What follows belongs to an exercise in optimizing a design on an open flow for small area; a production flow would make more cautious choices. The RTL was checked by simulation tests, not by an equivalence proof against the original design. Power figures rest on the tool's default switching activity, not on a simulated workload.

<file path="design.v">
`timescale 1ns / 1ps
module motorpackage(
    input        inc,
    input        rst,
    input        en,
    input        rxin,
    input        q1a, q1b, q2a, q2b, q3a, q3b, q4a, q4b,
    input  [2:0] hall1, hall2, hall3, hall4, hall5,
    output [1:0] a1, b1, c1,
    output [1:0] a2, b2, c2,
    output [1:0] a3, b3, c3,
    output [1:0] a4, b4, c4,
    output [1:0] a5, b5, c5,
    output       tx
    );
localparam [2:0] S_IDLE = 3'd0, S_START = 3'd1, S_DATA = 3'd2, S_STOP = 3'd3, S_CLEAN = 3'd4;
reg       rx_r1, rx_r2;
reg [2:0] rx_sm;
reg [8:0] rx_cnt;       
reg [2:0] rx_idx;
reg [7:0] rx_byte;      
wire rx_end = (rx_cnt == 9'd399);
wire rx_dv  = (rx_sm == S_CLEAN);
always @(posedge inc) begin
    if (rst) begin
        rx_r1 <= 1'b0;
        rx_r2 <= 1'b0;
    end else begin
        rx_r1 <= rxin;
        rx_r2 <= rx_r1;
    end
end
always @(posedge inc) begin
    if (rst) begin
        rx_sm  <= S_IDLE;
        rx_cnt <= 9'd0;
        rx_idx <= 3'd0;
    end else begin
        case (rx_sm)
            S_IDLE: begin
                rx_cnt <= 9'd200;
                rx_idx <= 3'd0;
                if (!rx_r2) rx_sm <= S_START;
            end
            S_START: begin
                if (rx_end) begin
                    rx_cnt <= 9'd0;
                    rx_sm  <= rx_r2 ? S_IDLE : S_DATA;
                end else
                    rx_cnt <= rx_cnt + 1'b1;
            end
            S_DATA: begin
                if (rx_end) begin
                    rx_cnt <= 9'd0;
                    rx_idx <= rx_idx + 1'b1;
                    if (rx_idx == 3'd7) rx_sm <= S_STOP;
                end else
                    rx_cnt <= rx_cnt + 1'b1;
            end
            S_STOP: begin
                if (rx_end) begin
                    rx_cnt <= 9'd0;
                    rx_sm  <= S_CLEAN;
                end else
                    rx_cnt <= rx_cnt + 1'b1;
            end
            default: rx_sm <= S_IDLE;
        endcase
    end
end
always @(posedge inc)
    if (rx_sm == S_DATA && rx_end) rx_byte <= {rx_r2, rx_byte[7:1]};
reg [1:0] set_cnt;
reg [3:0] dir;
reg       dv_d;
reg [6:0] spd [0:3];
always @(posedge inc) begin
    if (rst) set_cnt <= 2'd0;
    else if (en && rx_dv) set_cnt <= set_cnt + 1'b1;
end
always @(posedge inc) dv_d <= rx_dv & en & ~rst;
genvar gi;
generate for (gi = 0; gi < 4; gi = gi + 1) begin : g_set
    always @(posedge inc) begin
        if (rst || !en) dir[gi] <= 1'b0;
        else if (rx_dv && set_cnt == gi) dir[gi] <= rx_byte[7];
    end
    always @(posedge inc) begin
        if (rst || !en) spd[gi] <= 7'd0;
        else if (dv_d && set_cnt == ((gi + 1) & 3)) spd[gi] <= rx_byte[6:0];
    end
end endgenerate
reg [15:0] ticker;
always @(posedge inc) begin
    if (rst || !en || ticker == 16'd55609) ticker <= 16'd0;
    else ticker <= ticker + 1'b1;
end
wire click1 = (ticker[15:1] == 15'd27804);    
wire click2 = (ticker == 16'd0);
reg hz;
always @(posedge inc) begin
    if (rst || !en) hz <= 1'b1;
    else if (click1) hz <= 1'b0;
end
reg [8:0] pdiv;
always @(posedge inc) begin
    if (rst) pdiv <= 9'd0;
    else pdiv <= pdiv + 1'b1;
end
wire pstep = (pdiv == 9'd384) & en;
reg  [6:0] ptmp;
wire [6:0] ptmp_next = ptmp + 1'b1;
always @(posedge inc) begin
    if (rst) ptmp <= 7'd0;
    else if (pstep) ptmp <= ptmp_next;
end
wire [7:0] enc1, enc2, enc3, enc4;
wire [3:0] pwm_out;
mp_chan ch1 (.clk(inc), .rst(rst), .en(en), .qa(q1a), .qb(q1b), .spd(spd[0]),
             .click1(click1), .click2(click2), .hz(hz), .pstep(pstep), .ptmp_next(ptmp_next),
             .enc(enc1), .pwm_out(pwm_out[0]));
mp_chan ch2 (.clk(inc), .rst(rst), .en(en), .qa(q2a), .qb(q2b), .spd(spd[1]),
             .click1(click1), .click2(click2), .hz(hz), .pstep(pstep), .ptmp_next(ptmp_next),
             .enc(enc2), .pwm_out(pwm_out[1]));
mp_chan ch3 (.clk(inc), .rst(rst), .en(en), .qa(q3a), .qb(q3b), .spd(spd[2]),
             .click1(click1), .click2(click2), .hz(hz), .pstep(pstep), .ptmp_next(ptmp_next),
             .enc(enc3), .pwm_out(pwm_out[2]));
mp_chan ch4 (.clk(inc), .rst(rst), .en(en), .qa(q4a), .qb(q4b), .spd(spd[3]),
             .click1(click1), .click2(click2), .hz(hz), .pstep(pstep), .ptmp_next(ptmp_next),
             .enc(enc4), .pwm_out(pwm_out[3]));
mp_gate gd1 (.pwm(pwm_out[0]), .d(dir[0]), .h(hall1), .a(a1), .b(b1), .c(c1));
mp_gate gd2 (.pwm(pwm_out[1]), .d(dir[1]), .h(hall2), .a(a2), .b(b2), .c(c2));
mp_gate gd3 (.pwm(pwm_out[2]), .d(dir[2]), .h(hall3), .a(a3), .b(b3), .c(c3));
mp_gate gd4 (.pwm(pwm_out[3]), .d(dir[3]), .h(hall4), .a(a4), .b(b4), .c(c4));
mp_gate gd5 (.pwm(1'b1),       .d(1'b1),   .h(hall5), .a(a5), .b(b5), .c(c5));
reg [8:0] tdiv;
reg [3:0] tcnt;
reg       tx_reg;
reg [7:0] tser;
reg [1:0] tsel;
wire ttick = (tdiv == 9'd199);
wire tflag = (tcnt == 4'd1);
always @(posedge inc) begin
    if (rst || tdiv == 9'd399) tdiv <= 9'd0;
    else tdiv <= tdiv + 1'b1;
end
always @(posedge inc) begin
    if (rst) begin
        tcnt   <= 4'd0;
        tx_reg <= 1'b1;
    end else if (ttick) begin
        case (tcnt)
            4'd0: begin tx_reg <= 1'b0;         tcnt <= 4'd1; end
            4'd1: begin tx_reg <= tser[0];      tcnt <= 4'd2; end
            4'd2: begin tx_reg <= tser[1];      tcnt <= 4'd3; end
            4'd3: begin tx_reg <= tser[2];      tcnt <= 4'd4; end
            4'd4: begin tx_reg <= tser[3];      tcnt <= 4'd5; end
            4'd5: begin tx_reg <= tser[4];      tcnt <= 4'd6; end
            4'd6: begin tx_reg <= tser[5];      tcnt <= 4'd7; end
            4'd7: begin tx_reg <= tser[6];      tcnt <= 4'd8; end
            4'd8: begin tx_reg <= tser[7];      tcnt <= 4'd9; end
            4'd9: begin tx_reg <= 1'b1;         tcnt <= 4'd0; end
            default: ;
        endcase
    end
end
assign tx = tx_reg;
always @(posedge inc) begin
    if (rst) tsel <= 2'd0;
    else if (en && tflag) tsel <= tsel + 1'b1;
end
always @(posedge inc) begin
    if (!en) tser <= 8'd0;
    else if (tflag) begin
        case (tsel)
            2'd0: tser <= enc1;
            2'd1: tser <= enc2;
            2'd2: tser <= enc3;
            default: tser <= enc4;
        endcase
    end
end
endmodule
module mp_chan(
    input        clk,
    input        rst,
    input        en,
    input        qa, qb,
    input  [6:0] spd,         
    input        click1,
    input        click2,
    input        hz,          
    input        pstep,
    input  [6:0] ptmp_next,
    output [7:0] enc,
    output       pwm_out
    );
reg [2:0] qs;
reg [7:0] cnt, tot;
always @(posedge clk) begin
    if (rst) qs <= 3'd0;
    else qs <= {qs[1:0], qa ^ qb};
end
wire cen = qs[1] ^ qs[2];
always @(posedge clk) begin
    if (rst || !en || click2) cnt <= 8'd0;
    else if (cen) cnt <= cnt + 1'b1;
end
always @(posedge clk) begin
    if (rst || !en) tot <= 8'd0;
    else if (click1) tot <= cnt;
end
assign enc = tot;
reg  [7:0]  err;        
reg  [7:0]  ep;         
reg  [13:0] po;         
reg  [13:0] pm;         
always @(posedge clk) err <= {1'b0, spd} - tot;
wire [14:0] e_x  = {{7{err[7]}}, err};
wire [14:0] p_x  = hz ? 15'd0 : {{7{ep[7]}}, ep};
wire [14:0] o_x  = hz ? 15'd0 : {po[13], po};
wire [14:0] sum  = o_x + (e_x << 4) + e_x - (p_x << 4) + (p_x << 1);
wire [13:0] sat  = (sum[14] != sum[13]) ? {sum[14], {13{~sum[14]}}} : sum[13:0];
always @(posedge clk) begin
    if (rst) begin
        po <= 14'd0;
        pm <= 14'd0;
    end else if (en && click1) begin
        po <= pm;
        pm <= sat;
        ep <= err;
    end
end
wire [6:0] duty = po[13] ? 7'd0 : (|po[12:7]) ? 7'd127 : po[6:0];
reg k;
always @(posedge clk) begin
    if (rst) k <= 1'b0;
    else if (pstep) k <= (ptmp_next < duty);
end
assign pwm_out = k;
endmodule
module mp_gate(
    input        pwm,
    input        d,
    input  [2:0] h,
    output [1:0] a,
    output [1:0] b,
    output [1:0] c
    );
wire e = h[0];
wire f = h[1];
wire g = h[2];
assign a = pwm ? {((~d&e&~f)|(d&~e&f)), ((~d&~f)|(e&f)|(d&~e))} : 2'b01;
assign b = pwm ? {((~d&f&~g)|(d&~f&g)), ((~d&~g)|(f&g)|(d&~f))} : 2'b01;
assign c = pwm ? {((~d&~e&g)|(d&e&~g)), ((~d&~e)|(e&g)|(d&~g))} : 2'b01;
endmodule
</file>
<file path="run.sh">
#!/bin/bash
# synth_recipe.tcl (not shown) runs the flow's synth.tcl, then flattens the netlist and writes it again
# the make line also repeats each setting of config.mk as NAME=value (left out here)
make -C /OpenROAD-flow-scripts/flow DESIGN_CONFIG=/design/flow/config.mk WORK_HOME=/design/flow/orfs CLKGATE_MAP_FILE= SYNTH_SCRIPT=/design/flow/synth_recipe.tcl finish
</file>
<file path="config.mk">
export PLATFORM = sky130hd
export DESIGN_NAME = motorpackage
export DESIGN_NICKNAME = motorpackage
export VERILOG_FILES = /design/flow/design.v
export SDC_FILE = /design/flow/constraint.sdc
export NUM_CORES = 4
export LEC_CHECK = 0
export CAP_MARGIN = 20
export CORE_MARGIN = 2
export CORE_UTILIZATION = 40
export CTS_BUF_LIST = sky130_fd_sc_hd__clkbuf_2 sky130_fd_sc_hd__clkbuf_4
export CTS_CLUSTER_SIZE = 30
export SLEW_MARGIN = 20
</file>
<file path="constraint.sdc">
create_clock -name core_clock -period 10.0 [get_ports {inc}]
set_input_delay 2.0000 -clock core_clock [delete_from_list [all_inputs] [get_ports {inc}]]
set_output_delay 2.0000 -clock core_clock [all_outputs]
set_load 0.01 [all_outputs]
</file>
==> results of run 1 <==
worst max-delay path, delay by kind of cell (launching register included):
family,cells,cell delay (ns)
compound gates,5,1.23
xor+xnor,1,0.81
fa+ha+maj,4,1.85
buf+inv,3,1.03
flops,1,0.31
simple gates,2,0.61
layout make-up:
cell class,count,area [sq um]
fillers,5448,30350
flip-flops and latches,373,7868
repair buffers,67,643.1
inverters,257,964.7
diodes,4,10.01
multi-input cells,1802,12980
clock inverters,35,177.7
well taps,748,935.9
clock buffers,141,1059
metal layers:
metal / GRT usage, % / part of all wire (%)
met2: 29.58 / 46
met3: 3.527 / 4.4
met4: 5.701 / 2.2
met5: 0 / 0
met1: 23.76 / 47
power groups by stage:
stage	Sequential (mW)	Clock (mW)	Combinational (mW)
global placement	1.55	0	0.0664
global route	1.52	1.44	0.0755
CTS	1.52	1.36	0.0686
detailed placement	1.55	0	0.0683
finish	1.52	1.31	0.0678
floorplan	1.55	0	0.0392
cell families after synthesis:
| kind of cell | share of synthesized area [%] |
|---|---|
| simple gates | 16.97 |
| flops | 35.40 |
| compound gates | 14.38 |
| fa+ha+maj | 20.06 |
| xor+xnor | 5.770 |
| mux | 1.143 |
| buf+inv | 6.282 |
worst paths after layout:
kind | end | slack (ns) | cells after the start
worst max-delay path | ch1.pm[7] | 4.03 | 15
worst min register to register | ch3.qs[1] | 0.44 | 1
worst max register to register | ch1.pm[7] | 4.03 | 15
worst min-delay path | ch3.qs[1] | 0.44 | 1
per-stage QoR:
stage | total power, mW | area [sq um]
after floorplan | 1.592 | 22230
after global placement | 1.620 | 23380
after detailed placement | 1.622 | 23380
after CTS | 2.947 | 24620
after global routing | 3.031 | 24640
final | 2.898 | 24640
cells in the final DEF (no fill, tap or decap), drive strengths merged, types with 19 or more instances in the layout:
cell and n:
dfxtp 333, nand2 313, inv 261, nor2 232
a21oi 222, ha 170, clkbuf 141, o21ai 110
fa 108, xnor2 74, xor2 68, nand3 62
nor2b 62, clkdlybuf4s50 56, edfxtp 40, o21bai 38
a211oi 34, a21o 33, nor3 30, clkinv 30
and3 26, mux2i 22, nand2b 19
==> flow_summary.yaml, run 1 <==
placed_design:
  gp_congestion: 0.8483
  portBuffers: 57
  dp_hpwl_microns: 37110
  dp.cells: 3247
  post-place-ws_ns: 4.057
clocking:
  path_clk_slew_ns: 0.07
  ctsResizeCount: 0
  numCtsBuffers: 97
  cts_root_buf: "clkbuf_4"
  cts.htree.levels: 3
  cts_buffer_depth: 3
  clk_latency_ns: 0.84
  cts_tree: "built"
  cts.sinks: 373
  postCtsHoldBufs: 0
  post_cts_buffers: 0
layout:
  num-nets-final: 2903
  fin_cells: 3427
  largest_register_ffs: 28
  regMostFlops: "spd"
  area_delta_synth_final_pct: 10.85
  drive_above_1_share_pct: 7.215
  fin_util_pct: 44.81
  biggestRegsByFlops: "spd (28), ticker (16)"
timing:
  period_needed_ns: 5.965
  final.setup.tns_ns: 0
  worst_slew_pin_slew_ns: 1.027
  hold_viol: 0
  rsz0062_at_grt: "false"
  finClkSkew_ns: 0.05499
  fmax_mhz: 167.6
  hold_slack_ns: 0.4352
  setup_viol: 0
  min_period_over_period_pct: 59.65
  layout_setup_ws_ns: 4.035
  relSlewSlack_pct: 31.31
  final_max_slew_viol_count: 0
synth:
  yosys_warnings: 4
  synth_area_sq_mm: 0.02223
  async_flop_share_pct: 0
  yosysTopAreaCellShare_pct: 29.99
  avgSynthCellArea_sq_um: 8.768
  synth_seq_cells: 373
  synth_edf_count: 40
  synthTopCellsByCount: "333 x dfxtp_1, 312 x nand2_1, 256 x inv_1"
  ys_types: 81
  synthFlopType: "dfxtp_1"
  synth_top_area_cell: "dfxtp_1"
  synth_top_cells_by_area: "dfxtp_1 30%, fa_1 9.7%, ha_1 9.6%"
  synth_fp_nets: 2840
  yosysSeqAreaShare_pct: 35.40
  postSynthCellCount: 2535
  synth.most_common_cell: "dfxtp_1"
route:
  wl_per_cell_microns: 14.78
  vias_per_cell: 5.027
  dr.first_iter.drc_count: 972
  vias: 17230
  wl_microns: 50650
  route.detailed.drc: 0
  ant_nets: 0
  first_pass_iters: 8
floorplanning:
  die_h_microns: 239.7
  die_area_sq_mm: 0.05747
  rows: 86
  design.core.area_sq_mm: 0.05499
  ios: 58
  die_w_microns: 239.7
  initial_core_util_pct: 40.42
setup_path:
  critical_path_class: "flop to flop"
  end_kind: "flop"
  path_max_fanout: 50
  regToRegStartpoint: "hz"
  worstPathRequired_ns: 10.73
  startpoint: "hz"
  path_cells: "buf_4 > inv_2 > nand2_1 > inv_1 > fa_1 > fa_1 > fa_1 > ha_1 > o21ai_0 > o211ai_1 > a31oi_1 > o21ai_1 > xor2_1 > nand2_1 > a311oi_1"
  crit_top_cell: "fa_1"
  crit_slowest_cell: "xor2_1"
  crit_path_max_incr_delay_ns: 0.81
  arrival_ns: 6.70
  critPathLaunchType: "flop"
min_path:
  hp-start: "ch3.qs[0]"
  hold_class: "flop to flop"
power_and_ir_drop:
  clockPowerShare_pct: 45.2
  p_leak_nw: 9.710
  switchingPower_mw: 0.6812
  peakVddDrop_mv: 0.1059
  p_int_mw: 2.217
  combPwrFrac_pct: 2.3
  p_per_area_mw_per_mm2: 117.6
  seq_power_share_pct: 52.5
  switching_share_pct: 23.50
outcome:
  status: "timing/DRC/antenna clean"
global_route:
  grt_pass1_wl_microns: 83740
  grt-ovfl-total: 0
  grt_antenna_before_repair: 2
  track_usage_pct: 18.00
  grt_max_degree: 91
  grt_pass1_vias: 16930
run:
  maxCapViolCount: 0
==> run 2: changes to the inputs <==
--- a/config.mk
+++ b/config.mk
@@ -9,5 +9,3 @@
 export CORE_MARGIN = 2
 export CORE_UTILIZATION = 40
-export CTS_BUF_LIST = sky130_fd_sc_hd__clkbuf_2 sky130_fd_sc_hd__clkbuf_4
-export CTS_CLUSTER_SIZE = 30
 export SLEW_MARGIN = 20
==> flow_summary.yaml, run 2 <==
synth:
  synthTopCellsByCount: "333 x dfxtp_1, 312 x nand2_1, 256 x inv_1"
  synthFlopType: "dfxtp_1"
  synth_xor_area_share_pct: 5.770
  synthAdderAreaFrac_pct: 20.06
  synth_seq_cells: 373
  synth_fp_nets: 2840
  yosys_warnings: 4
  yosysTopAreaCellShare_pct: 29.99
  synth-simple-area-share_pct: 16.97
  synthMuxAreaShare_pct: 1.143
  synth_compound_area_share_pct: 14.38
  async_flop_share_pct: 0
  synth_edf_count: 40
  synth_area_sq_mm: 0.02223
  avgSynthCellArea_sq_um: 8.768
  yosysSeqAreaShare_pct: 35.40
  synth_top_cells_by_area: "dfxtp_1 30%, fa_1 9.7%, ha_1 9.6%"
  synth_top_area_cell: "dfxtp_1"
  postSynthCellCount: 2535
  synth.most_common_cell: "dfxtp_1"
  ys_types: 81
  synth_top_family_by_area: "adder cells"
route:
  first_pass_iters: 6
  route.detailed.drc: 0
  ant_nets: 0
  wl_microns: 50230
  dr.first_iter.drc_count: 970
  wl_per_cell_microns: 15.12
  vias_per_cell: 5.093
  vias: 16920
layout:
  fin_util_pct: 45.02
  diodes: 0
  layout_common_cells: "333 x dfxtp_1, 311 x nand2_1, 256 x inv_1"
  num-nets-final: 2847
  layout_commonest_cell: "dfxtp_1"
  biggestRegsByFlops: "spd (28), ticker (16)"
  regMostFlops: "spd"
  drive_above_1_share_pct: 4.040
  area_delta_synth_final_pct: 11.37
  largest_register_ffs: 28
floorplanning:
  design.core.area_sq_mm: 0.05499
  ios: 58
  rows: 86
  die_h_microns: 239.7
  initial_core_util_pct: 40.42
  die_area_sq_mm: 0.05747
  die_w_microns: 239.7
power_and_ir_drop:
  peakVddDrop_mv: 0.1467
  finalPower_mw: 3.118
  p_leak_nw: 9.638
  p_per_area_mw_per_mm2: 126.0
setup_path:
  critical_path_class: "flop to flop"
  r2r_cells: 15
  regToRegStartpoint: "hz"
  startpoint: "hz"
  arrival_ns: 6.43
  end_kind: "flop"
  critPathLaunchType: "flop"
  worstPathRequired_ns: 10.46
  path_max_fanout: 50
global_route:
  grtUsageMet3_pct: 2.489
  grt_max_degree: 91
  met1_usage_pct: 24.14
  grt_antenna_before_repair: 0
  grt-ovfl-total: 0
  track_usage_pct: 17.76
  grt_pass1_vias: 16470
  grt_most_used_layer: "met2"
  grt_pass1_wl_microns: 83100
  use_met2_pct: 29.55
clocking:
  postCtsHoldBufs: 0
  clk_latency_ns: 0.57
  path_clk_slew_ns: 0.06
  cts.htree.levels: 2
  cts_root_buf: "clkbuf_16"
  cts_buffer_depth: 3
  ctsResizeCount: 0
  cts.sinks: 373
  post_cts_buffers: 0
  cts_tree: "built"
  numCtsBuffers: 41
min_path:
  hp-start: "ch3.qs[0]"
  hold_class: "flop to flop"
  hold_depth: 1
timing:
  hold_slack_ns: 0.4352
  final_max_slew_viol_count: 0
  final.setup.tns_ns: 0
  fmax_mhz: 167.4
  relSlewSlack_pct: 30.86
  period_needed_ns: 5.973
  finClkSkew_ns: 0.01002
  worst_slew_pin_slew_ns: 1.034
  min_period_over_period_pct: 59.73
  setup_viol: 0
  layout_setup_ws_ns: 4.027
  rsz0062_at_grt: "false"
  hold_viol: 0
placed_design:
  portBuffers: 57
  dp_hpwl_microns: 37110
  post-place-ws_ns: 4.057
  gp_congestion: 0.8483
run:
  maxCapViolCount: 0
outcome:
  status: "timing/DRC/antenna clean"
==> run 2: final timing paths <==
check | to | slack, ns
worst min register to register | ch3.qs[1] | 0.44
worst max register to register | ch1.pm[7] | 4.03
worst min-delay path | ch3.qs[1] | 0.44
worst max-delay path | ch1.pm[7] | 4.03
==> run 2: cell type report <==
class	count	area (sq um)
timing repair buffer	67	643.1
clock buffer	51	1116
tap	748	935.9
inverter	257	964.7
fill	5385	30230
clock inverter	24	244.0
sequential	373	7868
multi-input combinational	1802	12980
==> run 2: metal layers <==
layer / wire [microns] / vias up
met5: 0 / -
met4: 1033 / 0
met3: 2077 / 58
met2: 23300 / 302
met1: 23830 / 8058
li1: - / 8500
==> run 2: power by group <==
group,switching [mW],leakage [nW],internal (mW),total (mW)
combinational,0.0421,5.92,0.0257,0.0678
sequential,0.00521,3.05,1.52,1.52
clock,0.628,0.667,0.901,1.53
==> run 2: worst max-delay path, stage by stage (launching register included) <==
cell,delay (ns)
dfxtp_1,0.31
buf_4,0.44
inv_2,0.51
nand2_1,0.27
inv_1,0.09
fa_1,0.57
fa_1,0.45
fa_1,0.47
ha_1,0.36
o21ai_0,0.24
o211ai_1,0.12
a31oi_1,0.36
o21ai_1,0.12
xor2_1,0.81
nand2_1,0.35
a311oi_1,0.38
==> run 2: per-stage QoR <==
step / std cells / cell area, sq um
finish: 3322 / 24750
global route: 3322 / 24750
floorplan: 2535 / 22230
detailed placement: 3247 / 23380
global placement: 3247 / 23380
CTS: 3322 / 24740
==> run 2: cell families (layout without fill, tap and decap cells) <==
group	after synthesis	count (layout)
DFF	373	373
adders and majority gates	295	295
muxes	24	24
xor gates and xnor gates	143	143
buffers and inverters	360	399
AOI/OAI and AO/OA	519	519
and+or+nand+nor	821	821
==> run 3: changes to the inputs <==
--- a/config.mk
+++ b/config.mk
@@ -9,3 +9,4 @@
 export CORE_MARGIN = 2
 export CORE_UTILIZATION = 40
+export CTS_BUF_LIST = sky130_fd_sc_hd__clkbuf_4
 export SLEW_MARGIN = 20
==> flow_summary.yaml, run 3 <==
synth:
  synth_area_sq_mm: 0.02223
  postSynthCellCount: 2535
  ys_types: 81
  synth.most_common_cell: "dfxtp_1"
  yosys_warnings: 4
  synth_top_area_cell: "dfxtp_1"
  synthFlopType: "dfxtp_1"
  yosysTopAreaCellShare_pct: 29.99
  synthTopCellsByCount: "333 x dfxtp_1, 312 x nand2_1, 256 x inv_1"
  synth_top_cells_by_area: "dfxtp_1 30%, fa_1 9.7%, ha_1 9.6%"
  synth_fp_nets: 2840
  async_flop_share_pct: 0
  synth_edf_count: 40
  yosysSeqAreaShare_pct: 35.40
  avgSynthCellArea_sq_um: 8.768
  synth_seq_cells: 373
global_route:
  grt_antenna_before_repair: 2
  grt_pass1_wl_microns: 83740
  grt_pass1_vias: 16930
  grt_max_degree: 91
  track_usage_pct: 18.00
  grt-ovfl-total: 0
floorplanning:
  die_h_microns: 239.7
  rows: 86
  die_w_microns: 239.7
  ios: 58
  initial_core_util_pct: 40.42
  design.core.area_sq_mm: 0.05499
  die_area_sq_mm: 0.05747
placed_design:
  postPlaceCellArea_sq_mm: 0.02338
  dp.cells: 3247
  gp_congestion: 0.8483
  portBuffers: 57
  dp_hpwl_microns: 37110
layout:
  area_delta_synth_final_pct: 10.85
  largest_register_ffs: 28
  fin_cells: 3427
  nFillCells: 5448
  layout_commonest_cell: "dfxtp_1"
  layout_common_cells: "333 x dfxtp_1, 311 x nand2_1, 256 x inv_1"
  regMostFlops: "spd"
  finalInstanceArea_sq_mm: 0.02464
  num-nets-final: 2903
  biggestRegsByFlops: "spd (28), ticker (16)"
  drive_above_1_share_pct: 7.215
clocking:
  cts_buffer_depth: 3
  numCtsBuffers: 97
  ctsResizeCount: 0
  cts_root_buf: "clkbuf_4"
  cts.htree.levels: 3
  cts.sinks: 373
  postCtsHoldBufs: 0
  clk_latency_ns: 0.84
  path_clk_slew_ns: 0.07
  post_cts_buffers: 0
  cts_tree: "built"
timing:
  final.setup.tns_ns: 0
  min_period_over_period_pct: 59.65
  finClkSkew_ns: 0.05499
  final_max_slew_viol_count: 0
  hold_viol: 0
  setup_viol: 0
  worst_slew_pin_slew_ns: 1.027
  fmax_mhz: 167.6
  relSlewSlack_pct: 31.31
  period_needed_ns: 5.965
  rsz0062_at_grt: "false"
  hold_slack_ns: 0.4352
route:
  dr.max_layer_used: "met4"
  route.detailed.drc: 0
  wl_met3_microns: 2234
  wl_microns: 50650
  wl_per_cell_microns: 14.78
  wl_met1_microns: 23810
  dr_wl_met2_microns: 23470
  first_pass_iters: 8
  dr.first_iter.drc_count: 972
  ant_nets: 0
  vias_per_cell: 5.027
  vias: 17230
setup_path:
  path_max_fanout: 50
  critical_path_class: "flop to flop"
  critPathLaunchType: "flop"
  r2r_cells: 15
  end_kind: "flop"
  regToRegSetupSlack_ns: 4.03
  regToRegStartpoint: "hz"
  arrival_ns: 6.70
  worstPathRequired_ns: 10.73
  r2r_end: "ch1.pm[7]"
outcome:
  status: "timing/DRC/antenna clean"
power_and_ir_drop:
  switchingPower_mw: 0.6812
  switching_share_pct: 23.50
  p_leak_nw: 9.710
  p_per_area_mw_per_mm2: 117.6
  peakVddDrop_mv: 0.1059
  seq_power_share_pct: 52.5
  finalPower_mw: 2.898
  combPwrFrac_pct: 2.3
  clockPowerShare_pct: 45.2
  p_int_mw: 2.217
min_path:
  hold_depth: 1
  hold_end: "ch3.qs[1]"
  hold_class: "flop to flop"
  hp-start: "ch3.qs[0]"
run:
  maxCapViolCount: 0
[run 3: cell types whose count changed in the layout (fill, tap and decap cells not counted), moves of 2 or more]
cell / change
clkbuf_16: -43
inv_6: +2
clkbuf_4: +141
bufinv_16: -3
inv_2: +2
clkinv_2: -6
clkbuf_1: -7
clkinv_1: +19
clkinvlp_4: -2
diode_2: +4
[run 3: area by class of cell]
type	instances	area, sq um	share of cell area [%]
diodes	4	10.01	0.04063
clock buffers	141	1059	4.296
clock inverters	35	177.7	0.7211
inverters	257	964.7	3.915
multi-input cells	1802	12980	52.69
flip-flops and latches	373	7868	31.93
well taps	748	935.9	3.799
repair buffers	67	643.1	2.610
[run 3: worst max path at each step]
stage / to / from / slack, ns
4_1_cts: ch1.pm[6] / hz / 4.03
3_3_place_gp: ch1.pm[7] / hz / 4.23
6_report: ch1.pm[7] / hz / 4.03
5_1_grt: ch1.pm[6] / hz / 3.47
2_1_floorplan: ch3.pm[6] / hz / 5.22
3_5_place_dp: ch1.pm[6] / hz / 4.06
[run 3: per-layer routing]
layer / up-vias / track usage, %
met4: 0 / 5.701
met1: 8162 / 23.76
met5: - / 0
li1: 8677 / -
met2: 308 / 29.58
met3: 82 / 3.527
[run 3: power groups by stage]
stage / combinational [mW] / clock (mW) / sequential [mW]
finish: 0.0678 / 1.31 / 1.52
global route: 0.0755 / 1.44 / 1.52
CTS: 0.0686 / 1.36 / 1.52
detailed placement: 0.0683 / 0 / 1.55
global placement: 0.0664 / 0 / 1.55
floorplan: 0.0392 / 0 / 1.55
[run 3: logic make-up (layout without fill, tap and decap cells)]
kind of cell / Yosys count / count (layout) / synth area share (%)
adders and majority gates: 295 / 295 / 20.06
muxes: 24 / 24 / 1.143
other: 0 / 4 / 0
AOI/OAI and AO/OA: 519 / 519 / 14.38
buffers and inverters: 360 / 500 / 6.282
xor gates and xnor gates: 143 / 143 / 5.770
and+or+nand+nor: 821 / 821 / 16.97
DFF: 373 / 373 / 35.40
[run 3: through the flow]
step / setup slack [ns] / utilization (%)
3_5_place_dp: 4.057 / 42.53
5_1_grt: 3.472 / 44.81
2_1_floorplan: 5.218 / -
4_1_cts: 4.027 / 44.78
3_3_place_gp: 4.231 / 42.53
6_report: 4.035 / 44.81
[run 3: critical path, stage by stage, from the launching register on]
cell and delay (ns):
dfxtp_1 0.31, buf_4 0.44, inv_2 0.50, nand2_1 0.27
inv_1 0.09, fa_1 0.57, fa_1 0.45, fa_1 0.47
ha_1 0.36, o21ai_0 0.25, o211ai_1 0.12, a31oi_1 0.37
o21ai_1 0.12, xor2_1 0.81, nand2_1 0.34, a311oi_1 0.37
==> run 4: changes to the inputs <==
--- a/design.v
+++ b/design.v
@@ -20,5 +20,6 @@
 reg [2:0] rx_idx;
 reg [7:0] rx_byte;      
-wire rx_end = (rx_cnt == 9'd399);
+wire rx_end = (rx_cnt == 9'h1a8);                          
+wire [8:0] rx_cnt_step = {rx_cnt[7:0], ~(rx_cnt[8] ^ rx_cnt[4])};
 wire rx_dv  = (rx_sm == S_CLEAN);
 always @(posedge inc) begin
@@ -34,10 +35,8 @@
     if (rst) begin
         rx_sm  <= S_IDLE;
-        rx_cnt <= 9'd0;
-        rx_idx <= 3'd0;
     end else begin
         case (rx_sm)
             S_IDLE: begin
-                rx_cnt <= 9'd200;
+                rx_cnt <= 9'h1d4;                           
                 rx_idx <= 3'd0;
                 if (!rx_r2) rx_sm <= S_START;
@@ -48,5 +47,5 @@
                     rx_sm  <= rx_r2 ? S_IDLE : S_DATA;
                 end else
-                    rx_cnt <= rx_cnt + 1'b1;
+                    rx_cnt <= rx_cnt_step;
             end
             S_DATA: begin
@@ -56,5 +55,5 @@
                     if (rx_idx == 3'd7) rx_sm <= S_STOP;
                 end else
-                    rx_cnt <= rx_cnt + 1'b1;
+                    rx_cnt <= rx_cnt_step;
             end
             S_STOP: begin
@@ -63,5 +62,5 @@
                     rx_sm  <= S_CLEAN;
                 end else
-                    rx_cnt <= rx_cnt + 1'b1;
+                    rx_cnt <= rx_cnt_step;
             end
             default: rx_sm <= S_IDLE;
@@ -92,10 +91,16 @@
 end endgenerate
 reg [15:0] ticker;
-always @(posedge inc) begin
-    if (rst || !en || ticker == 16'd55609) ticker <= 16'd0;
-    else ticker <= ticker + 1'b1;
-end
-wire click1 = (ticker[15:1] == 15'd27804);    
-wire click2 = (ticker == 16'd0);
+reg        tk_last, tk_first;
+wire       tk_pre = (ticker == 16'h812f);                   
+always @(posedge inc) begin
+    if (rst || !en || tk_last) ticker <= 16'd0;
+    else ticker <= {ticker[14:0], ~(ticker[15] ^ ticker[14] ^ ticker[12] ^ ticker[3])};
+end
+always @(posedge inc) begin
+    tk_last  <= tk_pre & en & ~rst;
+    tk_first <= rst | ~en | tk_last;
+end
+wire click1 = tk_pre | tk_last;    
+wire click2 = tk_first;            
 reg hz;
 always @(posedge inc) begin
@@ -106,7 +111,7 @@
 always @(posedge inc) begin
     if (rst) pdiv <= 9'd0;
-    else pdiv <= pdiv + 1'b1;
-end
-wire pstep = (pdiv == 9'd384) & en;
+    else pdiv <= {pdiv[7:0], ~(pdiv[8] ^ pdiv[4]) ^ (&pdiv[7:0])};    
+end
+wire pstep = (pdiv == 9'h0ab) & en;                        
 reg  [6:0] ptmp;
 wire [6:0] ptmp_next = ptmp + 1'b1;
@@ -139,9 +144,10 @@
 reg [7:0] tser;
 reg [1:0] tsel;
-wire ttick = (tdiv == 9'd199);
+wire ttick = (tdiv == 9'h1a8);         
 wire tflag = (tcnt == 4'd1);
 always @(posedge inc) begin
-    if (rst || tdiv == 9'd399) tdiv <= 9'd0;
-    else tdiv <= tdiv + 1'b1;
+    if (rst) tdiv <= 9'h1d4;               
+    else if (ttick) tdiv <= 9'd0;
+    else tdiv <= {tdiv[7:0], ~(tdiv[8] ^ tdiv[4])};
 end
 always @(posedge inc) begin
@@ -216,9 +222,20 @@
 reg  [13:0] po;         
 reg  [13:0] pm;         
-always @(posedge clk) err <= {1'b0, spd} - tot;
-wire [14:0] e_x  = {{7{err[7]}}, err};
-wire [14:0] p_x  = hz ? 15'd0 : {{7{ep[7]}}, ep};
-wire [14:0] o_x  = hz ? 15'd0 : {po[13], po};
-wire [14:0] sum  = o_x + (e_x << 4) + e_x - (p_x << 4) + (p_x << 1);
+wire [7:0] err_n;
+mp_rca #(8) u_err (.a({1'b0, spd}), .b(~tot), .ci(1'b1), .s(err_n));
+always @(posedge clk) err <= err_n;
+wire [7:0]  p_m = hz ? 8'd0 : ep;
+wire [13:0] o_m = hz ? 14'd0 : po;
+wire [8:0]  t1;
+wire [9:0]  t2;
+mp_rca #(9)  u_t1 (.a({err[7], err}), .b(~{p_m[7], p_m}), .ci(1'b1), .s(t1));
+mp_rca #(10) u_t2 (.a({{2{err[7]}}, err}), .b({p_m[7], p_m, 1'b0}), .ci(1'b0), .s(t2));
+wire [14:0] cx = {o_m[13], o_m};
+wire [14:0] cy = {{2{t1[8]}}, t1, 4'b0};
+wire [14:0] cz = {{5{t2[9]}}, t2};
+wire [14:0] cs = cx ^ cy ^ cz;
+wire [14:0] cc = (cx & cy) | (cz & (cx ^ cy));
+wire [14:0] sum;
+mp_rca #(15) u_sum (.a(cs), .b({cc[13:0], 1'b0}), .ci(1'b0), .s(sum));
 wire [13:0] sat  = (sum[14] != sum[13]) ? {sum[14], {13{~sum[14]}}} : sum[13:0];
 always @(posedge clk) begin
@@ -255,2 +272,16 @@
 assign c = pwm ? {((~d&~e&g)|(d&e&~g)), ((~d&~e)|(e&g)|(d&~g))} : 2'b01;
 endmodule
+module mp_rca #(parameter W = 8) (
+    input  [W-1:0] a,
+    input  [W-1:0] b,
+    input          ci,
+    output [W-1:0] s
+    );
+wire [W:0] c;
+assign c[0] = ci;
+genvar i;
+generate for (i = 0; i < W; i = i + 1) begin : g_bit
+    assign s[i]   = a[i] ^ b[i] ^ c[i];
+    assign c[i+1] = (a[i] & b[i]) | (c[i] & (a[i] ^ b[i]));
+end endgenerate
+endmodule
==> flow/run.sh (new file) <==
#!/bin/bash
# Standard layout, with clock tree synthesis told not to add dummy loads.
set -e
cp standard.sh standard_copy.txt
export CTS_ARGS="-sink_clustering_enable -repair_clock_nets -buf_list sky130_fd_sc_hd__clkbuf_4 -dont_use_dummy_load"
bash standard.sh > standard.log 2>&1
==> standard.sh (new file) <==
#!/bin/bash
# synth_recipe.tcl (not shown) runs the flow's synth.tcl, then flattens the netlist and writes it again
# the make line also repeats each setting of config.mk as NAME=value (left out here)
make -C /OpenROAD-flow-scripts/flow DESIGN_CONFIG=/design/flow/config.mk WORK_HOME=/design/flow/orfs CLKGATE_MAP_FILE= SYNTH_SCRIPT=/design/flow/synth_recipe.tcl "${@:-finish}"
removed: run.sh
==> flow_summary.yaml, run 4 <==
setup_path:
  crit_path_end: "ch3.pm[4]"
  regToRegSetupSlack_ns: 1.61
  arrival_ns: 9.03
  path_max_fanout: 64
  regToRegStartpoint: "hz"
  worstPathRequired_ns: 10.63
  r2r_cells: 26
  end_kind: "flop"
  r2r_end: "ch3.pm[4]"
  startpoint: "hz"
  critPathLaunchType: "flop"
  critical_path_class: "flop to flop"
synth:
  synth_seq_cells: 375
  yosysSeqAreaShare_pct: 38.84
  synth_top_area_cell: "dfxtp_1"
  synth.most_common_cell: "dfxtp_1"
  avgSynthCellArea_sq_um: 9.382
  synthFlopType: "dfxtp_1"
  synth_top_cells_by_area: "dfxtp_1 31%, fa_1 15%, edfxtp_1 7.6%"
  postSynthCellCount: 2203
  ys_types: 58
  yosysTopAreaCellShare_pct: 31.29
  synth_edf_count: 52
  synthTopCellsByCount: "323 x dfxtp_1, 225 x inv_1, 215 x a21oi_1"
  synth_area_sq_mm: 0.02067
  synth_fp_nets: 2462
  async_flop_share_pct: 0
  yosys_warnings: 4
run:
  maxCapViolCount: 0
clocking:
  path_clk_slew_ns: 0.07
  cts.htree.levels: 3
  clk_latency_ns: 0.85
  cts_buffer_depth: 3
  ctsResizeCount: 0
  numCtsBuffers: 101
  cts_tree: "built"
  post_cts_buffers: 0
  postCtsHoldBufs: 0
  cts_root_buf: "clkbuf_4"
  cts.sinks: 375
timing:
  final.setup.tns_ns: 0
  fmax_mhz: 119.2
  finClkSkew_ns: 0.1014
  final_max_slew_viol_count: 0
  worst_slew_pin_slew_ns: 1.067
  hold_viol: 0
  setup_viol: 0
  period_needed_ns: 8.392
  min_period_over_period_pct: 83.92
  relSlewSlack_pct: 28.78
  rsz0062_at_grt: "false"
layout:
  layout_commonest_cell: "dfxtp_1"
  finalInstanceArea_sq_mm: 0.02254
  fin_cells: 2929
  area_delta_synth_final_pct: 9.056
  largest_register_ffs: 28
  fin_util_pct: 44.03
  biggestRegsByFlops: "spd (28), ticker (16)"
  regMostFlops: "spd"
  drive_above_1_share_pct: 6.281
  layout_common_cells: "322 x dfxtp_1, 224 x inv_1, 215 x a21oi_1"
  num-nets-final: 2506
floorplanning:
  die_area_sq_mm: 0.05351
  die_h_microns: 231.3
  die_w_microns: 231.3
  design.core.area_sq_mm: 0.05120
  rows: 83
  ios: 58
  initial_core_util_pct: 40.37
route:
  route.detailed.drc: 0
  wl_per_cell_microns: 16.03
  vias_per_cell: 5.247
  first_pass_iters: 6
  ant_nets: 0
  vias: 15370
  dr.first_iter.drc_count: 963
  wl_microns: 46940
outcome:
  status: "timing/DRC/antenna clean"
placed_design:
  gp_congestion: 0.8189
  dp.cells: 2823
  postPlaceCellArea_sq_mm: 0.02174
  portBuffers: 57
  dp_hpwl_microns: 32580
power_and_ir_drop:
  p_per_area_mw_per_mm2: 116.4
  p_leak_nw: 8.562
  peakVddDrop_mv: 0.07905
global_route:
  track_usage_pct: 18.07
  grt_pass1_wl_microns: 78450
  grt_antenna_before_repair: 3
  grt_max_degree: 105
  grt-ovfl-total: 0
  grt_pass1_vias: 15520
min_path:
  hold_class: "flop to flop"
## run 4: cell count changes in the layout (fill, tap and decap cells not counted), moves of 30 or more
cell	before	now
nand2_1	311	151
clkbuf_4	141	101
xor2_1	66	32
inv_1	256	224
o31ai_1	1	51
nor2_1	231	72
o21ai_0	100	145
nand2b_1	19	53
nand3_1	62	139
xnor2_1	73	43
ha_1	170	76
fa_1	108	156
## run 4: area by class of cell
type | instances | area (sq um)
Multi-Input combinational cell | 1469 | 11320
Fill cell | 4922 | 28660
Inverter | 226 | 848.3
Tap cell | 680 | 850.8
Clock buffer | 101 | 758.2
Antenna cell | 4 | 10.01
Sequential cell | 375 | 8029
Timing Repair Buffer | 74 | 728.2
## run 4: layer usage
layer	GRT usage, %	up-vias	wire length [microns]
met5	0	-	0
met4	6.210	0	1139
met3	3.482	94	2087
met2	29.35	329	21790
met1	24.08	7477	21920
li1	-	7468	-
## run 4: cell families after synthesis
group / Yosys count / synth area share [%]
simple gates: 635 / 16.04
compound gates: 484 / 13.33
mux: 8 / 0.3935
flops: 375 / 38.84
buf+inv: 359 / 6.580
xor+xnor: 80 / 3.656
fa+ha+maj: 262 / 21.16
## run 4: worst min-delay path by stage
| stage | start | endpoint | slack, ns | depth (start not counted) |
|---|---|---|---|---|
| 2_1_floorplan | rx_r2 | rx_byte[7] | 0.41 | 0 |
| 3_3_place_gp | ch2.qs[0] | ch2.qs[1] | 0.42 | 1 |
| 3_5_place_dp | rx_r2 | rx_byte[7] | 0.42 | 0 |
| 4_1_cts | ch1.pm[5] | ch1.po[5] | 0.41 | 2 |
| 5_1_grt | ch2.qs[1] | ch2.qs[2] | 0.45 | 1 |
| 6_report | tdiv[6] | tdiv[7] | 0.42 | 1 |
## run 4: report_power, final
part | internal, mW | switching [mW] | leakage (nW)
logic | 0.0260 | 0.0416 | 5.01
registers | 1.54 | 0.00475 | 3.09
clock network | 0.453 | 0.562 | 0.465
## run 4: metrics by stage
step                      hold WS, ns  total power, mW  setup slack (ns)
after detailed placement       0.4227            1.640             1.599
after CTS                      0.4113            2.671             1.540
final                          0.4189            2.623             1.608
after global routing           0.4466            2.750             1.116
after global placement         0.4160            1.638             1.322
after floorplan                0.4093            1.610             2.108
## run 4: worst max-delay path, cell delays in order (launching register included)
cell and delay [ns]:
dfxtp_2 0.62, buf_12 0.32, nor2b_1 0.16, and2_1 0.20, fa_1 0.41, fa_1 0.43
fa_1 0.43, fa_1 0.43, fa_1 0.50, fa_1 0.50, inv_1 0.06, fa_1 0.43
fa_1 0.39, fa_1 0.39, fa_1 0.39, fa_1 0.37, inv_1 0.08, fa_1 0.17
inv_1 0.05, fa_1 0.35, inv_1 0.08, fa_1 0.22, xnor2_1 0.09, xnor2_1 0.56
buf_4 0.28, maj3_1 0.18, a21oi_1 0.06
==> run 5: changes to the inputs <==
==> run.sh (new file) <==
#!/bin/bash
# synth_recipe.tcl (not shown) runs the flow's synth.tcl, then flattens the netlist and writes it again
# the make line also repeats each setting of config.mk as NAME=value (left out here)
make -C /OpenROAD-flow-scripts/flow DESIGN_CONFIG=/design/flow/config.mk WORK_HOME=/design/flow/orfs CLKGATE_MAP_FILE= SYNTH_SCRIPT=/design/flow/synth_recipe.tcl finish
removed: flow/run.sh
removed: standard.sh
==> flow_summary.yaml, run 5 <==
route:
  vias: 15460
  dr.max_layer_used: "met4"
  wl_met3_microns: 2132
  wl_per_cell_microns: 15.69
  wl_microns: 47300
  wl_met1_microns: 22130
  first_pass_iters: 5
  route.detailed.drc: 0
  dr.first_iter.drc_count: 891
  vias_per_cell: 5.131
  ant_nets: 0
  dr_wl_met2_microns: 21960
global_route:
  track_usage_pct: 18.21
  grt_antenna_before_repair: 3
  grt-ovfl-total: 0
  grt_max_degree: 105
  grt_pass1_vias: 15690
  grt_pass1_wl_microns: 79050
timing:
  relSlewSlack_pct: 28.19
  fmax_mhz: 119.2
  finClkSkew_ns: 0.04680
  setup_viol: 0
  min_period_over_period_pct: 83.91
  hold_viol: 0
  final_max_slew_viol_count: 0
  period_needed_ns: 8.391
  worst_slew_pin_slew_ns: 1.076
  rsz0062_at_grt: "false"
  final.setup.tns_ns: 0
synth:
  async_flop_share_pct: 0
  ys_types: 58
  synth_top_cells_by_area: "dfxtp_1 31%, fa_1 15%, edfxtp_1 7.6%"
  synthTopCellsByCount: "323 x dfxtp_1, 225 x inv_1, 215 x a21oi_1"
  yosysSeqAreaShare_pct: 38.84
  synth_fp_nets: 2462
  synth_top_area_cell: "dfxtp_1"
  yosys_warnings: 4
  synth_area_sq_mm: 0.02067
  yosysTopAreaCellShare_pct: 31.29
  avgSynthCellArea_sq_um: 9.382
  synthFlopType: "dfxtp_1"
  synth.most_common_cell: "dfxtp_1"
  synth_seq_cells: 375
  synth_edf_count: 52
  postSynthCellCount: 2203
power_and_ir_drop:
  peakVddDrop_mv: 0.08254
  clockPowerShare_pct: 45.4
  combPwrFrac_pct: 2.3
  switching_share_pct: 24.35
  p_per_area_mw_per_mm2: 127.6
  finalPower_mw: 2.940
  seq_power_share_pct: 52.3
  switchingPower_mw: 0.7159
  p_leak_nw: 8.852
  p_int_mw: 2.224
layout:
  regMostFlops: "spd"
  layout_commonest_cell: "dfxtp_1"
  nFillCells: 4906
  num-nets-final: 2506
  layout_common_cells: "322 x dfxtp_1, 224 x inv_1, 215 x a21oi_1"
  drive_above_1_share_pct: 8.419
  finalInstanceArea_sq_mm: 0.02304
  fin_cells: 3014
  area_delta_synth_final_pct: 11.49
  multiInputGateArea_sq_mm: 0.01132
  largest_register_ffs: 28
  regArea_sq_mm: 0.008029
  biggestRegsByFlops: "spd (28), ticker (16)"
floorplanning:
  die_area_sq_mm: 0.05351
  die_w_microns: 231.3
  ios: 58
  initial_core_util_pct: 40.37
  rows: 83
  die_h_microns: 231.3
  design.core.area_sq_mm: 0.05120
clocking:
  ctsResizeCount: 0
  postCtsHoldBufs: 0
  cts_tree: "built"
  cts.sinks: 375
  path_clk_slew_ns: 0.07
  numCtsBuffers: 101
  clk_latency_ns: 0.87
  cts.htree.levels: 3
  cts_buffer_depth: 3
  cts_root_buf: "clkbuf_4"
  post_cts_buffers: 0
placed_design:
  dp_hpwl_microns: 32580
  portBuffers: 57
  postPlaceCellArea_sq_mm: 0.02174
  gp_congestion: 0.8189
  dp.cells: 2823
setup_path:
  end_kind: "flop"
  critPathLaunchType: "flop"
  crit_path_max_incr_delay_ns: 0.62
  crit_slowest_cell: "dfxtp_2"
  arrival_ns: 9.08
  path_max_fanout: 64
  crit_top_cell: "fa_1"
  worstPathRequired_ns: 10.68
  critical_path_class: "flop to flop"
run:
  maxCapViolCount: 0
min_path:
  hold_class: "flop to flop"
outcome:
  status: "timing/DRC/antenna clean"
[run 5: cell counts after synthesis]
No cell type changed its count.
[run 5: area by class of cell]
cell class                 instances  share of cell area [%]
clock inverter                    41                  0.7927
sequential                       375                   34.84
inverter                         226                   3.681
timing repair buffer              74                   3.160
clock buffer                     143                   4.659
multi-input combinational       1469                   49.11
tap                              680                   3.692
antenna                            6                 0.06516
[run 5: logic make-up (layout without fill, tap and decap cells)]
group / after synthesis / count (layout) / synth area share [%]
compound gates: 484 / 484 / 13.33
xor+xnor: 80 / 80 / 3.656
fa+ha+maj: 262 / 262 / 21.16
buf+inv: 359 / 484 / 6.580
flops: 375 / 375 / 38.84
mux: 8 / 8 / 0.3935
other cells: 0 / 6 / 0
simple gates: 635 / 635 / 16.04
[run 5: worst max-delay path, delay by kind of cell (launching register included)]
kind,cells,cell delay [ns]
fa+ha+maj,15,5.59
buf+inv,6,0.87
xor+xnor,2,0.66
flops,1,0.62
simple gates,2,0.36
compound gates,1,0.06
[run 5: power groups by stage]
stage | combinational [mW] | clock, mW | sequential (mW)
floorplan | 0.0394 | 0 | 1.57
finish | 0.0675 | 1.33 | 1.54
global placement | 0.0663 | 0 | 1.57
global route | 0.0748 | 1.46 | 1.54
detailed placement | 0.0679 | 0 | 1.57
CTS | 0.0681 | 1.38 | 1.54
[run 5: stage by stage]
step / setup slack (ns) / util, % / hold slack (ns)
floorplan: 2.108 / - / 0.4093
global placement: 1.322 / 42.45 / 0.4160
detailed placement: 1.599 / 42.46 / 0.4227
CTS: 1.566 / 44.92 / 0.4335
global route: 1.123 / 45.00 / 0.4602
finish: 1.609 / 45.01 / 0.4337
[run 5: metal layers]
layer	vias to the layer above	global-route usage (%)
li1	7542	-
met1	7533	24.31
met2	295	29.46
met3	94	3.568
met4	0	6.270
met5	-	0
[run 5: worst paths after layout]
path | end | slack [ns] | depth (start not counted) | start
worst max-delay path | ch3.pm[4] | 1.61 | 26 | hz
worst min-delay path | tdiv[7] | 0.43 | 1 | tdiv[6]
worst min register to register | tdiv[7] | 0.43 | 1 | tdiv[6]
worst max register to register | ch3.pm[4] | 1.61 | 26 | hz
==> run 6: changes to the inputs <==
--- a/config.mk
+++ b/config.mk
@@ -6,7 +6,11 @@
 export NUM_CORES = 4
 export LEC_CHECK = 0
+export ABC_AREA = 1
 export CAP_MARGIN = 20
 export CORE_MARGIN = 2
 export CORE_UTILIZATION = 40
-export CTS_BUF_LIST = sky130_fd_sc_hd__clkbuf_4
+export CTS_BUF_LIST = sky130_fd_sc_hd__clkbuf_16
+export CTS_CLUSTER_DIAMETER = 100
+export CTS_CLUSTER_SIZE = 30
+export GPL_TIMING_DRIVEN = 1
 export SLEW_MARGIN = 20
==> flow_summary.yaml, run 6 <==
outcome:
  status: "timing/DRC/antenna clean"
clocking:
  clk_latency_ns: 0.54
  cts_tree: "built"
  numCtsBuffers: 17
  ctsResizeCount: 0
  post_cts_buffers: 0
  path_clk_slew_ns: 0.11
  cts_buffer_depth: 3
  cts_root_buf: "clkbuf_16"
  cts.htree.levels: 1
  postCtsHoldBufs: 0
  cts.sinks: 375
power_and_ir_drop:
  peakVddDrop_mv: 0.1065
  clockPowerShare_pct: 32.5
  combPwrFrac_pct: 5.1
  switching_share_pct: 23.64
  switchingPower_mw: 0.5963
  p_leak_nw: 10.13
  seq_power_share_pct: 62.4
  p_per_area_mw_per_mm2: 114.1
  p_int_mw: 1.926
layout:
  layout_common_cells: "544 x inv_1, 439 x nor2_1, 401 x nand2_1"
  diodes: 0
  num-nets-final: 2825
  biggestRegsByFlops: "spd (28), ticker (16)"
  layout_commonest_cell: "inv_1"
  drive_above_1_share_pct: 2.289
  regMostFlops: "spd"
  fin_util_pct: 43.35
  largest_register_ffs: 28
  finalInstanceArea_sq_mm: 0.02210
  nFillCells: 5059
  area_delta_synth_final_pct: 7.674
timing:
  min_period_over_period_pct: 80.83
  worst_slew_pin_slew_ns: 0.8232
  fmax_mhz: 123.7
  finClkSkew_ns: 0.03684
  hold_slack_ns: 0.4141
  hold_viol: 0
  rsz0062_at_grt: "false"
  setup_viol: 0
  period_needed_ns: 8.083
  final_max_slew_viol_count: 0
  relSlewSlack_pct: 45.12
  final.setup.tns_ns: 0
global_route:
  grt_pass1_wl_microns: 71790
  track_usage_pct: 16.39
  grt-ovfl-total: 0
  grt_antenna_before_repair: 2
  grt_max_degree: 119
  grt_pass1_vias: 14490
setup_path:
  crit_top_cell: "fa_1"
  r2r_end: "ch4.pm[2]"
  startpoint: "hz"
  regToRegSetupSlack_ns: 1.92
  regToRegStartpoint: "hz"
  end_kind: "flop"
  critical_path_class: "flop to flop"
  critPathLaunchType: "flop"
  crit_slowest_cell: "inv_1"
  r2r_cells: 25
  arrival_ns: 8.53
  crit_path_max_incr_delay_ns: 0.53
  worstPathRequired_ns: 10.45
  path_max_fanout: 20
placed_design:
  portBuffers: 57
  dp_hpwl_microns: 32320
  gp_congestion: 0.8367
  postPlaceCellArea_sq_mm: 0.02158
route:
  wl_microns: 43050
  vias: 14970
  route.detailed.drc: 0
  vias_per_cell: 4.595
  wl_per_cell_microns: 13.22
  dr.first_iter.drc_count: 938
  first_pass_iters: 5
  ant_nets: 0
synth:
  synthFlopType: "dfxtp_1"
  synth_fp_nets: 2826
  async_flop_share_pct: 0
  yosys_warnings: 4
  synth_area_sq_mm: 0.02053
  synth_top_cells_by_area: "dfxtp_1 32%, fa_1 15%, inv_1 9.8%"
  yosysSeqAreaShare_pct: 39.11
  avgSynthCellArea_sq_um: 7.997
  yosysTopAreaCellShare_pct: 31.50
  postSynthCellCount: 2567
  synthTopCellsByCount: "537 x inv_1, 441 x nor2_1, 401 x nand2_1"
  synth_edf_count: 52
  ys_types: 35
  synth.most_common_cell: "inv_1"
  synth_seq_cells: 375
  synth_top_area_cell: "dfxtp_1"
floorplanning:
  rows: 83
  die_w_microns: 230.5
  die_area_sq_mm: 0.05315
  die_h_microns: 230.5
  design.core.area_sq_mm: 0.05099
  initial_core_util_pct: 40.26
  ios: 58
min_path:
  hold_depth: 2
  hold_class: "flop to flop"
  hold_end: "ch2.qs[1]"
  hp-start: "ch2.qs[0]"
run:
  maxCapViolCount: 0
==> run 6: changes by cell type after synthesis, sizes merged, moves of 69 or more <==
cell	change
a21oi	-69
clkbuf	-85
inv	+316
nand2	+252
nand3	-104
nor2	+368
nor2b	-76
==> run 6: layer usage <==
metal	up-vias	global-route usage (%)	routed length, microns	part of all wire (%)
met5	-	0	27	0.063
met1	6994	22.20	20640	48
met3	51	2.112	1286	3.0
met2	172	28.01	20140	47
li1	7746	-	-	-
met4	4	3.589	952	2.2
==> run 6: logic make-up after synthesis <==
family,after synthesis,synth area share (%)
AO/OA/AOI/OAI,364,9.350
buffers and inverters,631,12.16
XOR/XNOR,45,1.920
adder cells (fa/ha/maj),232,19.85
flip-flops,375,39.11
AND/OR/NAND/NOR,920,17.62
==> run 6: worst max path at each step <==
stage,to,slack (ns),cells past startpoint
finish,ch4.pm[2],1.92,25
global route,ch4.pm[4],1.40,25
CTS,ch4.pm[2],1.84,25
detailed placement,ch4.pm[2],1.85,25
global placement,ch4.pm[11],1.94,25
floorplan,ch4.pm[10],2.33,28
==> run 6: layout make-up <==
cell class                      count  area [sq um]  share of cell area (%)
Multi-Input combinational cell   1561         10010                   45.28
Sequential cell                   375          8028                   36.32
Inverter                          542          2036                   9.210
Tap cell                          680         850.8                   3.849
Timing Repair Buffer               69         663.1                   3.000
Clock buffer                       17         425.4                   1.925
Clock inverter                     13         91.34                  0.4132
==> run 6: power groups by stage <==
stage	logic (mW)	registers (mW)	clock network, mW
2_1_floorplan	0.0938	1.60	0
3_3_place_gp	0.123	1.61	0
3_5_place_dp	0.130	1.61	0
4_1_cts	0.131	1.57	0.852
5_1_grt	0.147	1.58	0.899
6_report	0.130	1.57	0.819
==> run 6: critical path, delay by kind of cell (launching register included) <==
kind | cells | cell delay (ns)
fa+ha+maj | 14 | 5.74
buf+inv | 5 | 0.82
flops | 1 | 0.33
simple gates | 6 | 1.13
==> run 6: metrics by stage <==
stage               std cells  power, mW  setup WS (ns)
finish                   3257      2.522          1.917
global route             3257      2.624          1.405
CTS                      3257      2.556          1.836
detailed placement       3227      1.738          1.853
global placement         3227      1.729          1.939
floorplan                2567      1.694          2.326
==> run 7: changes to the inputs <==
--- a/config.mk
+++ b/config.mk
@@ -9,8 +9,8 @@
 export CAP_MARGIN = 20
 export CORE_MARGIN = 2
-export CORE_UTILIZATION = 40
+export CORE_UTILIZATION = 60
 export CTS_BUF_LIST = sky130_fd_sc_hd__clkbuf_16
-export CTS_CLUSTER_DIAMETER = 100
-export CTS_CLUSTER_SIZE = 30
+export CTS_CLUSTER_DIAMETER = 80
+export CTS_CLUSTER_SIZE = 25
 export GPL_TIMING_DRIVEN = 1
 export SLEW_MARGIN = 20
==> flow_summary.yaml, run 7 <==
min_path:
  hold_depth: 2
  hold_class: "flop to flop"
  hold_end: "rx_r2"
  hp-start: "rx_r1"
layout:
  diodes: 0
  finalInstanceArea_sq_mm: 0.02198
  fin_util_pct: 65.39
  largest_register_ffs: 28
  num-nets-final: 2828
  area_delta_synth_final_pct: 7.083
  layout_common_cells: "540 x inv_1, 440 x nor2_1, 401 x nand2_1"
  drive_above_1_share_pct: 2.556
  regMostFlops: "spd"
  layout_commonest_cell: "inv_1"
  nFillCells: 2915
  biggestRegsByFlops: "spd (28), ticker (16)"
synth:
  synth_xor_area_share_pct: 1.920
  synth_top_cells_by_area: "dfxtp_1 32%, fa_1 15%, inv_1 9.8%"
  synth_edf_count: 52
  synth.most_common_cell: "inv_1"
  synth_seq_cells: 375
  synth_top_area_cell: "dfxtp_1"
  synthAdderAreaFrac_pct: 19.85
  yosysSeqAreaShare_pct: 39.11
  yosys_warnings: 4
  avgSynthCellArea_sq_um: 7.997
  synth-simple-area-share_pct: 17.62
  synthTopCellsByCount: "537 x inv_1, 441 x nor2_1, 401 x nand2_1"
  postSynthCellCount: 2567
  synth_fp_nets: 2826
  synth_top_family_by_area: "adder cells"
  synth_compound_area_share_pct: 9.350
  synth_area_sq_mm: 0.02053
  ys_types: 35
  synthMuxAreaShare_pct: 0
  synthFlopType: "dfxtp_1"
  yosysTopAreaCellShare_pct: 31.50
  async_flop_share_pct: 0
power_and_ir_drop:
  p_leak_nw: 10.20
  p_per_area_mw_per_mm2: 121.0
  peakVddDrop_mv: 0.1415
outcome:
  status: "timing/DRC/antenna clean"
setup_path:
  worstPathRequired_ns: 10.44
  crit_buf_inv: 6
  crit_slowest_cell: "fa_1"
  critPathTopFamily: "adder cells"
  r2r_cells: 26
  path_max_fanout: 21
  startpoint: "hz"
  regToRegStartpoint: "hz"
  r2r_end: "ch4.pm[7]"
  crit_path_max_incr_delay_ns: 0.52
  crit_top_cell: "fa_1"
  end_kind: "flop"
  critPathLaunchType: "flop"
  regToRegSetupSlack_ns: 2.05
  arrival_ns: 8.39
  critical_path_class: "flop to flop"
clocking:
  numCtsBuffers: 21
  cts.sinks: 375
  post_cts_buffers: 0
  path_clk_slew_ns: 0.09
  cts_tree: "built"
  cts_buffer_depth: 3
  cts_root_buf: "clkbuf_16"
  clk_latency_ns: 0.54
  ctsResizeCount: 0
  cts.htree.levels: 1
  postCtsHoldBufs: 0
floorplanning:
  ios: 58
  rows: 67
  die_w_microns: 189.0
  die_area_sq_mm: 0.03571
  initial_core_util_pct: 61.06
  die_h_microns: 189.0
  design.core.area_sq_mm: 0.03362
timing:
  relSlewSlack_pct: 29.65
  finClkSkew_ns: 0.01827
  rsz0062_at_grt: "false"
  period_needed_ns: 7.946
  min_period_over_period_pct: 79.46
  final.setup.tns_ns: 0
  final_max_slew_viol_count: 0
  worst_slew_pin_slew_ns: 1.055
  hold_viol: 0
  fmax_mhz: 125.9
  setup_viol: 0
route:
  route.detailed.drc: 0
  vias_per_cell: 4.934
  wl_microns: 42040
  dr.first_iter.drc_count: 788
  wl_per_cell_microns: 13.87
  vias: 14950
  first_pass_iters: 6
  ant_nets: 0
global_route:
  grt-ovfl-total: 0
  grt_max_degree: 110
  grt_pass1_wl_microns: 70740
  grt_antenna_before_repair: 0
  grt_pass1_vias: 14740
  track_usage_pct: 24.17
placed_design:
  portBuffers: 57
  dp_hpwl_microns: 31400
  postPlaceCellArea_sq_mm: 0.02130
  gp_congestion: 0.8367
run:
  maxCapViolCount: 0
[run 7: power by group]
part           leakage [nW]  switching (mW)  internal, mW
clock network         0.352           0.526         0.434
registers              3.09          0.0171          1.56
logic                  6.76          0.0828        0.0438
[run 7: layout make-up]
type	count	area (sq um)	area share [%]
Sequential cell	375	8028	36.52
Clock buffer	23	575.6	2.618
Multi-Input combinational cell	1561	10010	45.52
Timing Repair Buffer	68	665.6	3.028
Clock inverter	13	110.1	0.5009
Inverter	542	2036	9.261
Tap cell	448	560.5	2.550
[run 7: worst max path at each step]
stage	slack (ns)	to	cells after the start
floorplan	2.33	ch4.pm[10]	28
finish	2.05	ch4.pm[7]	26
CTS	1.98	ch4.pm[7]	26
global route	1.60	ch4.pm[6]	26
global placement	2.20	ch4.pm[5]	26
detailed placement	1.99	ch4.pm[7]	26
[run 7: metrics by stage]
| stage | power (mW) | std cells | hold WS [ns] | setup WS, ns |
|---|---|---|---|---|
| 2_1_floorplan | 1.694 | 2567 | 0.3883 | 2.326 |
| 3_3_place_gp | 1.729 | 2993 | 0.4005 | 2.203 |
| 3_5_place_dp | 1.733 | 2994 | 0.4050 | 1.990 |
| 4_1_cts | 2.682 | 3030 | 0.4180 | 1.985 |
| 5_1_grt | 2.756 | 3030 | 0.4266 | 1.597 |
| 6_report | 2.659 | 3030 | 0.4119 | 2.054 |
[run 7: per-layer routing]
| layer | track usage (%) | part of all wire [%] | vias up |
|---|---|---|---|
| li1 | - | - | 7759 |
| met1 | 33.86 | 48 | 6970 |
| met2 | 41.04 | 47 | 165 |
| met3 | 1.742 | 2.2 | 57 |
| met4 | 6.010 | 2.5 | 0 |
| met5 | 0 | 0 | - |
[run 7: worst reg2reg max path: cells and delay by family (launching register included)]
family        cells  cell delay, ns
fa+ha+maj        14            6.02
simple gates      6            0.95
buf+inv           6            0.56
flops             1            0.33
[run 7: logic make-up (layout without fill, tap and decap cells)]
group | Yosys count | count (layout)
adders and majority gates | 232 | 232
DFF | 375 | 375
buffers and inverters | 631 | 646
xor gates and xnor gates | 45 | 45
AOI/OAI and AO/OA | 364 | 364
and+or+nand+nor | 920 | 920

==> static timing again, ports no longer ideal <==
Ports are ideal in the flow. The routed layouts listed here were re-timed in OpenROAD. Step 1 (the two cells are an assumption about what drives the block):
set clk [get_ports {inc}]
set_driving_cell -lib_cell sky130_fd_sc_hd__clkbuf_16 $clk
set_driving_cell -lib_cell sky130_fd_sc_hd__buf_2 [delete_from_list [all_inputs] $clk]
Step 2 times the ports against the registers' clock, not the clock port: input delays grow and output delays shrink by t, the midpoint of the rising clock arrivals with the driver on. Three values: ideal, step 1, step 2; two values: the first two.
| run | shift t [ns] | setup slack, ns | hold slack, ns | worst slew at a driven data input, ns |
|---|---|---|---|---|
| run 1 | 0.869 | 4.035 / 4.035 / 4.035 | 0.435 / 0.435 / 0.435 | 0.04 |
| run 2 | 0.617 | 4.027 / 4.027 / 4.027 | 0.435 / 0.435 / 0.435 | 0.04 |
| run 3 | 0.869 | 4.035 / 4.035 / 4.035 | 0.435 / 0.435 / 0.435 | 0.04 |
| run 4 | 0.854 | 1.608 / 1.608 / 1.608 | 0.419 / 0.419 / 0.419 | 0.04 |
| run 5 | 0.895 | 1.609 / 1.609 / 1.609 | 0.434 / 0.434 / 0.434 | 0.04 |
| run 6 | 0.583 | 1.917 / 1.917 / 1.917 | 0.414 / 0.414 / 0.414 | 0.05 |
| run 7 | 0.587 | 2.054 / 2.054 / 2.054 | 0.412 / 0.412 / 0.412 | 0.04 |
After both steps setup and hold are still met in every run listed.
